This design comes from an exercise in tuning for small area, a short achievable clock period and few clock cycles per item on the open sky130 flow, not from production work. In this exercise RTL edits were held to simulation tests only and were not proved equivalent to the original. Power is estimated from default activity; no workload was simulated.

red:
## DCSformer
module DCSformer(
	clk,
	rst_n,
	i_valid,
	w_valid,
	i_data,
	w_data,
	w_ready,
	o_valid,
	o_data
);
Size: about 6200 cells after synthesis, about 54 I/O pins.
export LEC_CHECK = 0
export CAP_MARGIN = 20
export CORE_MARGIN = 2
export CORE_UTILIZATION = 60
export CTS_BUF_LIST = sky130_fd_sc_hd__clkbuf_8 sky130_fd_sc_hd__clkbuf_16
export CTS_CLUSTER_DIAMETER = 100
export CTS_CLUSTER_SIZE = 22
export PLACE_DENSITY = 0.7
export SLEW_MARGIN = 20
create_clock -name core_clock -period 12.0 [get_ports {clk}]
standard.sh (not shown) runs the stock make flow with config.mk's settings and CLKGATE_MAP_FILE= SYNTH_SCRIPT=/design/flow/synth_recipe.tcl, a recipe that flattens the netlist after the stock synthesis.
==> flow/flow/run.sh <==
#!/bin/bash
set -uo pipefail
cd "$(dirname "$0")/.."
sed 's/yosys synth -nofsm -noshare /yosys synth -nofsm -noshare -noabc /' synth_recipe.tcl > synth_noabc.tcl
grep -q -- '-nofsm -noshare -noabc' synth_noabc.tcl || { echo "could not derive synth_noabc.tcl" > flow_standard.log; exit 1; }
bash standard.sh SYNTH_SCRIPT="$PWD/synth_noabc.tcl" SETUP_SLACK_MARGIN=8.4 SKIP_GATE_CLONING=1 \
  "BUFFER_PORTS_ARGS=-buffer_cell sky130_fd_sc_hd__buf_4" finish > flow_standard.log 2>&1
red finished every stage and its layout cleared the timing, DRC and antenna checks.
Testbench counts of red, summed over its fixed seeds: cycles 10,222, items 64.
Setup changes, red to blue
Settings: a change of CTS_BUF_LIST from sky130_fd_sc_hd__clkbuf_8 sky130_fd_sc_hd__clkbuf_16 to sky130_fd_sc_hd__clkbuf_4 sky130_fd_sc_hd__clkbuf_8 sky130_fd_sc_hd__clkbuf_16.
==> flow/flow/run.sh <==
#!/bin/bash
set -uo pipefail
cd "$(dirname "$0")/.."
sed 's/yosys synth -nofsm -noshare /yosys synth -nofsm -noshare -noabc /' synth_recipe.tcl > synth_noabc.tcl
grep -q -- '-nofsm -noshare -noabc' synth_noabc.tcl || { echo "could not derive synth_noabc.tcl" > flow_standard.log; exit 1; }
bash standard.sh SYNTH_SCRIPT="$PWD/synth_noabc.tcl" SETUP_SLACK_MARGIN=8.5 SKIP_GATE_CLONING=1 \
  "BUFFER_PORTS_ARGS=-buffer_cell sky130_fd_sc_hd__buf_4" finish > flow_standard.log 2>&1
blue was carried through to the last stage, and its layout satisfied the timing, DRC and antenna checks.
Between red and blue, the clock transition at the registers of the reported paths figures differ only marginally.
For the final worst setup slack, blue came in 0.15 ns lower than red did.
Sequential fraction of total cell area down 0.84 points in blue wrt red
Between blue and red, the sequential standard cell area figures differ only marginally.
Comparing count of nets after finishing for red and blue, the bigger number came from blue.
Comparing red and blue, the higher total power was measured on blue.
[blue vs red] count of inserted antenna diode cells: higher in blue
red and blue ended up with roughly the same number of placed cells counting well taps.
> inputs changed (blue -> green)
Settings: changing CTS_BUF_LIST from sky130_fd_sc_hd__clkbuf_4 sky130_fd_sc_hd__clkbuf_8 sky130_fd_sc_hd__clkbuf_16 to sky130_fd_sc_hd__clkbuf_8 sky130_fd_sc_hd__clkbuf_16; changing SLEW_MARGIN from 20 to 0; changing CAP_MARGIN from 20 to 0.
==> flow/flow/run.sh <==
#!/bin/bash
set -uo pipefail
cd "$(dirname "$0")/.."
sed 's/yosys synth -nofsm -noshare /yosys synth -nofsm -noshare -noabc /' synth_recipe.tcl > synth_noabc.tcl
grep -q -- '-nofsm -noshare -noabc' synth_noabc.tcl || { echo "could not derive synth_noabc.tcl" > flow_standard.log; exit 1; }
bash standard.sh SYNTH_SCRIPT="$PWD/synth_noabc.tcl" SETUP_SLACK_MARGIN=8.4 SKIP_GATE_CLONING=1 \
  "BUFFER_PORTS_ARGS=-buffer_cell sky130_fd_sc_hd__buf_4" finish > flow_standard.log 2>&1
Notes after the runs:
Cmp green vs blue: cell area lower in green. Diff blue -> green: worst hold slack -0.013 ns, setup slack after layout +0.14 ns, clock group share of total power -1.0 points, post-layout minimum cycle time -0.14 ns, final standard cell utilization of the core -1.0 points.

-- what the ideal ports hide --
In the flow no input, the clock included, has a driving cell. The finished layouts below were timed again as built, in two steps.
Step 1, drivers: a clkbuf_16 drives clk and a buf_2 each remaining input, both assumed.
Step 2 times the ports against the registers' clock, not the clock port: input delays grow and output delays shrink by t, the midpoint of the rising clock arrivals with the driver on.
Slacks: ideal / step 1 / step 2; pairs: ideal / step 1.
run | t, ns | setup slack, ns | hold slack, ns | worst setup path at the end | slew at the worst register clock pin (ns)
red | 0.869 | 8.313 / 8.223 / 7.726 | 0.300 / 0.300 / 0.300 | input to register | 0.10 / 0.10
blue | 0.865 | 8.164 / 8.164 / 7.865 | 0.319 / 0.319 / 0.319 | input to register | 0.10 / 0.10
green | 0.866 | 8.300 / 8.216 / 7.680 | 0.306 / 0.306 / 0.306 | input to register | 0.10 / 0.10
After both steps setup and hold are still met in every run listed. The setup slack of green, which loses most, moves by -0.084 ns with the drivers and by -0.620 ns with both steps.
